Background: an optimization exercise with open tools, aiming at a short achievable clock period and few clock cycles per item. Do not read the settings as production practice.

JK:
==> flow/design.v <==
`timescale 1ns / 1ns
module uiFDMA_bgen (
    input  wire        clk,
    input  wire        rstn,
    input  wire        start,
    input  wire [31:0] start_addr,
    input  wire [15:0] start_size,
    input  wire        ready,
    output reg         valid,
    output reg  [31:0] addr,
    output reg  [7:0]  len
);
    reg  [31:0] a_q;        
    reg  [9:0]  nfull;      
    reg         nf_nz;      
    reg         part;       
    reg         full_q;     
    reg  [5:0]  lm1;        
    reg  [1:0]  seq;        
    reg         idle;       
    wire [5:0]  s_lm1  = start_size[5:0] - 6'd1;
    wire        s_full = |start_size[15:6];
    wire        seq1   = (seq == 2'd1);
    wire        seq3   = (seq == 2'd3);
    wire [21:0] a_inc  = a_q[31:10] + 22'd1;
    always @(posedge clk) begin
        nf_nz <= |nfull;
        if (!rstn) begin
            a_q    <= 32'd0;
            nfull  <= 10'd0;
            part   <= 1'b0;
            full_q <= 1'b0;
            lm1    <= 6'd0;
            seq    <= 2'd0;
        end else if (start) begin
            a_q    <= start_addr;
            nfull  <= start_size[15:6];
            part   <= |start_size[5:0];
            full_q <= s_full;
            lm1    <= s_lm1;
            seq    <= 2'd0;
        end else if (~idle & ready) begin
            seq    <= 2'd1;
        end else if (seq != 2'd0) begin
            seq    <= seq + 2'd1;
            if (seq1) begin
                a_q[31:10] <= a_inc;
                if (nf_nz) nfull <= nfull - 10'd1;
                else part <= 1'b0;
            end
            if (seq3) full_q <= nf_nz;
        end
        valid <= rstn & (start | (~idle & ~ready) | (seq3 & (nf_nz | part)));
        idle  <= ~(rstn & (start | (~idle & ~ready) | (seq3 & (nf_nz | part))));
        addr  <= start ? start_addr : {(seq1 ? a_inc : a_q[31:10]), a_q[9:0]};
        len   <= {2'b00, start ? (s_lm1 | {6{s_full}}) : (lm1 | {6{seq3 ? nf_nz : full_q}})};
    end
endmodule
module uiFDMA_dcnt (
    input  wire        clk,
    input  wire        rstn,
    input  wire        load,
    input  wire [15:0] val,
    input  wire        dec,
    output wire        one,      
    output wire        nz        
);
    reg  [5:0] lo;
    reg  [9:0] hi;
    wire       hi_z = (hi == 10'd0);
    assign one = hi_z & (lo == 6'd1);
    assign nz  = ~hi_z | (lo != 6'd0);
    always @(posedge clk) begin
        if (!rstn) begin
            lo <= 6'd0;
            hi <= 10'd0;
        end else if (load) begin
            lo <= val[5:0];
            hi <= val[15:6];
        end else if (dec) begin
            lo <= lo - 6'd1;
            if (lo == 6'd0) hi <= hi - 10'd1;
        end
    end
endmodule
module uiFDMA#
(
parameter  integer         M_AXI_ID_WIDTH			= 3		    ,
parameter  integer         M_AXI_ID			        = 0		    ,
parameter  integer         M_AXI_ADDR_WIDTH			= 32		,
parameter  integer         M_AXI_DATA_WIDTH			= 128		,
parameter  integer		  M_AXI_MAX_BURST_LEN       = 64
)
(
input   wire [M_AXI_ADDR_WIDTH-1 : 0]      fdma_waddr          ,
input                                      fdma_wareq          ,
input   wire [15 : 0]                      fdma_wsize          ,
output                                     fdma_wbusy          ,
input   wire [M_AXI_DATA_WIDTH-1 :0]       fdma_wdata		   ,
output  wire                               fdma_wvalid         ,
input	wire                               fdma_wready		   ,
input   wire [M_AXI_ADDR_WIDTH-1 : 0]      fdma_raddr          ,
input                                      fdma_rareq          ,
input   wire [15 : 0]                      fdma_rsize          ,
output                                     fdma_rbusy          ,
output  wire [M_AXI_DATA_WIDTH-1 :0]       fdma_rdata		   ,
output  wire                               fdma_rvalid         ,
input	wire                               fdma_rready		   ,
input 	wire  								M_AXI_ACLK			,
input 	wire  								M_AXI_ARESETN		,
output 	wire [M_AXI_ID_WIDTH-1 : 0]		    M_AXI_AWID			,
output 	wire [M_AXI_ADDR_WIDTH-1 : 0] 	    M_AXI_AWADDR		,
output 	wire [7 : 0]						M_AXI_AWLEN			,
output 	wire [2 : 0] 						M_AXI_AWSIZE		,
output 	wire [1 : 0] 						M_AXI_AWBURST		,
output 	wire  								M_AXI_AWLOCK		,
output 	wire [3 : 0] 						M_AXI_AWCACHE		,
output 	wire [2 : 0] 						M_AXI_AWPROT		,
output 	wire [3 : 0] 						M_AXI_AWQOS			,
output 	wire  								M_AXI_AWVALID		,
input	wire  								M_AXI_AWREADY		,
output  wire [M_AXI_ID_WIDTH-1 : 0] 		M_AXI_WID			,
output  wire [M_AXI_DATA_WIDTH-1 : 0] 	    M_AXI_WDATA			,
output  wire [M_AXI_DATA_WIDTH/8-1 : 0] 	M_AXI_WSTRB			,
output  wire  								M_AXI_WLAST			,
output  wire  								M_AXI_WVALID		,
input   wire  								M_AXI_WREADY		,
input   wire [M_AXI_ID_WIDTH-1 : 0] 		M_AXI_BID			,
input   wire [1 : 0] 						M_AXI_BRESP			,
input   wire  								M_AXI_BVALID		,
output  wire  								M_AXI_BREADY		,
output  wire [M_AXI_ID_WIDTH-1 : 0] 		M_AXI_ARID			,
output  wire [M_AXI_ADDR_WIDTH-1 : 0] 	    M_AXI_ARADDR		,
output  wire [7 : 0] 						M_AXI_ARLEN			,
output  wire [2 : 0] 						M_AXI_ARSIZE		,
output  wire [1 : 0] 						M_AXI_ARBURST		,
output  wire  								M_AXI_ARLOCK		,
output  wire [3 : 0] 						M_AXI_ARCACHE		,
output  wire [2 : 0] 						M_AXI_ARPROT		,
output  wire [3 : 0] 						M_AXI_ARQOS			,
output  wire  								M_AXI_ARVALID		,
input   wire  								M_AXI_ARREADY		,
input   wire [M_AXI_ID_WIDTH-1 : 0] 		M_AXI_RID			,
input   wire [M_AXI_DATA_WIDTH-1 : 0] 	    M_AXI_RDATA			,
input   wire [1 : 0] 						M_AXI_RRESP			,
input   wire  								M_AXI_RLAST			,
input   wire  								M_AXI_RVALID		,
output  wire  								M_AXI_RREADY
	);
wire clk  = M_AXI_ACLK;
wire rstn = M_AXI_ARESETN;
assign M_AXI_AWID    = M_AXI_ID;
assign M_AXI_AWSIZE  = 3'd4;
assign M_AXI_AWBURST = 2'b01;
assign M_AXI_AWLOCK  = 1'b0;
assign M_AXI_AWCACHE = 4'b0010;
assign M_AXI_AWPROT  = 3'h0;
assign M_AXI_AWQOS   = 4'h0;
assign M_AXI_WID     = M_AXI_ID;
assign M_AXI_WSTRB   = {(M_AXI_DATA_WIDTH/8){1'b1}};
assign M_AXI_BREADY  = 1'b1;
assign M_AXI_ARID    = M_AXI_ID;
assign M_AXI_ARSIZE  = 3'd4;
assign M_AXI_ARBURST = 2'b01;
assign M_AXI_ARLOCK  = 1'b0;
assign M_AXI_ARCACHE = 4'b0010;
assign M_AXI_ARPROT  = 3'h0;
assign M_AXI_ARQOS   = 4'h0;
reg  wbusy;                       
reg  widle;                       
wire wstart = fdma_wareq & widle;
assign fdma_wbusy = wbusy;
uiFDMA_bgen aw_gen (
    .clk(clk), .rstn(rstn), .start(wstart), .start_addr(fdma_waddr),
    .start_size(fdma_wsize), .ready(M_AXI_AWREADY),
    .valid(M_AXI_AWVALID), .addr(M_AXI_AWADDR), .len(M_AXI_AWLEN));
reg         w_more;              
reg         w_take0;             
reg         w_take0_n;           
reg  [5:0]  u_idx;
wire        u_one, u_nz;
assign fdma_wvalid = ~(w_take0_n | ~fdma_wready);
wire tk   = fdma_wready & w_take0;
wire u_lb = u_one | (u_idx == 6'd63);
uiFDMA_dcnt u_cnt (
    .clk(clk), .rstn(rstn), .load(wstart), .val(fdma_wsize), .dec(tk),
    .one(u_one), .nz(u_nz));
reg          wh_v;                
reg          wh_e;                
reg          w1_v, w2_v;          
reg  [129:0] wh_i;                
reg  [128:0] wh_d;                
reg  [129:0] w1_i, w2_i;          
wire         w_hs = ~wh_e & M_AXI_WREADY;
wire [129:0] w_new = {u_one, u_lb, fdma_wdata};
wire         wh_ld = wh_e | M_AXI_WREADY;           
wire [129:0] wh_nx = w1_v ? w1_i : w_new;
assign M_AXI_WVALID = wh_v;
assign M_AXI_WLAST  = wh_d[128];
assign M_AXI_WDATA  = wh_d[127:0];
wire w_n0 = wh_e;
wire w_n1 = ~wh_e & ~w1_v;
wire w_n2 = w1_v & ~w2_v;
wire w_n3 = w2_v;
wire w_up = tk & ~w_hs;
wire w_dn = w_hs & ~tk;
wire w_c1 = (w_n0 & w_up) | (w_n1 & ~w_up & ~w_dn) | (w_n2 & w_dn);
wire w_c2 = (w_n1 & w_up) | (w_n2 & ~w_up & ~w_dn) | (w_n3 & w_dn);
wire w_c3 = (w_n2 & w_up) | (w_n3 & ~w_dn);
wire w_more_nx = rstn & (wstart | (tk ? ~u_one : u_nz));
always @(posedge clk) begin
    wbusy   <= rstn & (wstart | (~widle & ~(w_hs & wh_i[129])));
    widle   <= ~(rstn & (wstart | (~widle & ~(w_hs & wh_i[129]))));
    w_more  <= w_more_nx;
    w_take0 <= w_more_nx & ~(rstn & w_c3);
    w_take0_n <= ~(w_more_nx & ~(rstn & w_c3));
    wh_v    <= rstn & (w_c1 | w_c2 | w_c3);
    wh_e    <= ~(rstn & (w_c1 | w_c2 | w_c3));
    w1_v    <= rstn & (w_c2 | w_c3);
    w2_v    <= rstn & w_c3;
    if (!rstn) wh_i <= 130'd0;
    else if (wh_ld) wh_i <= wh_nx;
    wh_d <= wh_ld ? wh_nx[128:0] : wh_i[128:0];
    if (wh_ld) w1_i <= w2_v ? w2_i : w_new;
    else if (~w1_v) w1_i <= w_new;
    if (wh_ld | ~w2_v) w2_i <= w_new;
    if (wstart) u_idx <= 6'd0;
    else if (tk) u_idx <= u_idx + 6'd1;
end
reg  rbusy;                       
reg  ridle;                       
wire rstart = fdma_rareq & ridle;
assign fdma_rbusy = rbusy;
uiFDMA_bgen ar_gen (
    .clk(clk), .rstn(rstn), .start(rstart), .start_addr(fdma_raddr),
    .start_size(fdma_rsize), .ready(M_AXI_ARREADY),
    .valid(M_AXI_ARVALID), .addr(M_AXI_ARADDR), .len(M_AXI_ARLEN));
reg          rh_v;                
reg          rh_e;                
reg          rs_e;                
reg          r_full;              
reg  [127:0] rh_i;
reg  [127:0] rh_d;                
reg  [127:0] rs_i;                
wire         rready = ~(r_full & ~fdma_rready);
wire         r_hs = M_AXI_RVALID & rready;
wire         dlv = fdma_rready & rh_v;
wire         rh_ld = ~rh_v | fdma_rready;           
wire [127:0] rh_nx = rs_e ? M_AXI_RDATA : rs_i;
wire         d_one, d_nz;
assign M_AXI_RREADY = rready;
assign fdma_rvalid  = ~(rh_e | ~fdma_rready);
assign fdma_rdata   = rh_d;
uiFDMA_dcnt d_cnt (
    .clk(clk), .rstn(rstn), .load(rstart), .val(fdma_rsize), .dec(dlv),
    .one(d_one), .nz(d_nz));
wire r_c1 = (~rs_e & dlv & ~r_hs) | (rh_v & rs_e & (r_hs ~^ dlv)) | (~rh_v & r_hs);
wire r_c2 = (~rs_e & (r_hs | ~dlv)) | (rh_v & rs_e & r_hs & ~dlv);
always @(posedge clk) begin
    rbusy <= rstn & (rstart | (~ridle & ~(dlv & d_one)));
    ridle <= ~(rstn & (rstart | (~ridle & ~(dlv & d_one))));
    rh_v  <= rstn & (r_c1 | r_c2);
    rh_e  <= ~(rstn & (r_c1 | r_c2));
    rs_e  <= ~(rstn & r_c2);
    r_full <= rstn & r_c2;
    if (!rstn) rh_i <= 128'd0;
    else if (rh_ld) rh_i <= rh_nx;
    rh_d <= rh_ld ? rh_nx : rh_i;
    if (rs_e | rh_ld) rs_i <= M_AXI_RDATA;
end
endmodule
==> flow/config.mk <==
export PLATFORM = sky130hd
export DESIGN_NAME = uiFDMA
export DESIGN_NICKNAME = uiFDMA
export VERILOG_FILES = /design/flow/design.v
export SDC_FILE = /design/flow/constraint.sdc
export NUM_CORES = 4
export LEC_CHECK = 0
export ABC_CLOCK_PERIOD_IN_PS = 1700
export CAP_MARGIN = 20
export CORE_AREA = 10 10 270 270
export DIE_AREA = 0 0 280 280
export SETUP_SLACK_MARGIN = 1.6
export SLEW_MARGIN = 20
==> flow/constraint.sdc <==
create_clock -name core_clock -period 3.3 [get_ports {M_AXI_ACLK}]
set_input_delay 0.6600 -clock core_clock [delete_from_list [all_inputs] [get_ports {M_AXI_ACLK}]]
set_output_delay 0.6600 -clock core_clock [all_outputs]
set_load 0.01 [all_outputs]
standard.sh (not shown) runs the stock make flow with config.mk's settings and CLKGATE_MAP_FILE= SYNTH_SCRIPT=/design/flow/synth_recipe.tcl, a recipe that flattens the netlist after the stock synthesis.
==> flow/flow/run.sh <==
#!/bin/bash
# The standard ORFS layout (the standard.sh), with the port buffers that
# buffer_ports inserts made plain buf_4 cells instead of the library's
# smallest buffer (a delay cell), so that the paths through them start fast.
set -euo pipefail
bash standard.sh "BUFFER_PORTS_ARGS=-buffer_cell sky130_fd_sc_hd__buf_4" finish > standard_flow.log 2>&1
The following lists how MS was set up differently from JK:
--- a/flow/design.v
+++ b/flow/design.v
@@ -9,23 +9,26 @@
     output reg         valid,
     output reg  [31:0] addr,
     output reg  [7:0]  len
 );
     reg  [31:0] a_q;        
+    reg  [21:0] a_inc;      
     reg  [9:0]  nfull;      
+    reg  [9:0]  nf_m1;      
     reg         nf_nz;      
     reg         part;       
     reg         full_q;     
     reg  [5:0]  lm1;        
     reg  [1:0]  seq;        
     reg         idle;       
     wire [5:0]  s_lm1  = start_size[5:0] - 6'd1;
     wire        s_full = |start_size[15:6];
     wire        seq1   = (seq == 2'd1);
     wire        seq3   = (seq == 2'd3);
-    wire [21:0] a_inc  = a_q[31:10] + 22'd1;
     always @(posedge clk) begin
+        a_inc <= a_q[31:10] + 22'd1;
+        nf_m1 <= nfull - 10'd1;
         nf_nz <= |nfull;
         if (!rstn) begin
             a_q    <= 32'd0;
             nfull  <= 10'd0;
             part   <= 1'b0;
@@ -43,11 +46,11 @@
             seq    <= 2'd1;
         end else if (seq != 2'd0) begin
             seq    <= seq + 2'd1;
             if (seq1) begin
                 a_q[31:10] <= a_inc;
-                if (nf_nz) nfull <= nfull - 10'd1;
+                if (nf_nz) nfull <= nf_m1;
                 else part <= 1'b0;
             end
             if (seq3) full_q <= nf_nz;
         end
         valid <= rstn & (start | (~idle & ~ready) | (seq3 & (nf_nz | part)));
@@ -65,10 +68,11 @@
     output wire        one,      
     output wire        nz        
 );
     reg  [5:0] lo;
     reg  [9:0] hi;
+    reg  [9:0] hi_m1;
     wire       hi_z = (hi == 10'd0);
     assign one = hi_z & (lo == 6'd1);
     assign nz  = ~hi_z | (lo != 6'd0);
     always @(posedge clk) begin
         if (!rstn) begin
@@ -77,12 +81,13 @@
         end else if (load) begin
             lo <= val[5:0];
             hi <= val[15:6];
         end else if (dec) begin
             lo <= lo - 6'd1;
-            if (lo == 6'd0) hi <= hi - 10'd1;
+            if (lo == 6'd0) hi <= hi_m1;
         end
+        hi_m1 <= load ? val[15:6] - 10'd1 : hi - 10'd1;
     end
 endmodule
 module uiFDMA#
 (
 parameter  integer         M_AXI_ID_WIDTH			= 3		    ,
--- outcome ---
MS: filler-free cell count of the finished design is 210 higher than what JK reported.
JK ended up with rh_e as its worst setup path startpoint; MS ended up with u_cnt.hi[5].
Diff JK -> MS: required time of the worst setup path climbed 1250 ps, maximum clock rate dropped 1.2%, routed wire length climbed 3200 um, count of distinct cell types in the synthesized netlist dropped 7.5%.
No functional check of the RTL was part of any run of this note.

[afterwards: timing with drivers on the ports]
How much do the figures lean on ideal ports? The routed layouts below were timed once more, with nothing changed but the port constraints. Step 1 sets driving cells, clkbuf_16 on the clock port and buf_2 on the other inputs (assumed; they add their load-dependent delay and slew). Step 2 moves the port delays by t, midway between the first and last clock arrival at a register: inputs arrive t later, outputs are due t later. That takes back most of the time a late clock gives input paths. Slacks: no drivers / after step 1 / after step 2; pairs: no drivers / after step 1.
run	shift t [ns]	slack for setup (ns)	hold WS [ns]	worst register clock-pin slew, ns	worst slew at a driven data input, ns
JK	0.740	1.395 / 1.325 / 0.967	0.159 / 0.119 / 0.431	0.07 / 0.07	0.15
MS	0.741	1.372 / 1.330 / 0.875	0.165 / 0.127 / 0.429	0.07 / 0.07	0.16
After both steps setup and hold are still met in every run listed. For MS, which loses most, drivers alone change the setup slack by -0.042 ns; drivers and shift together by -0.497 ns.
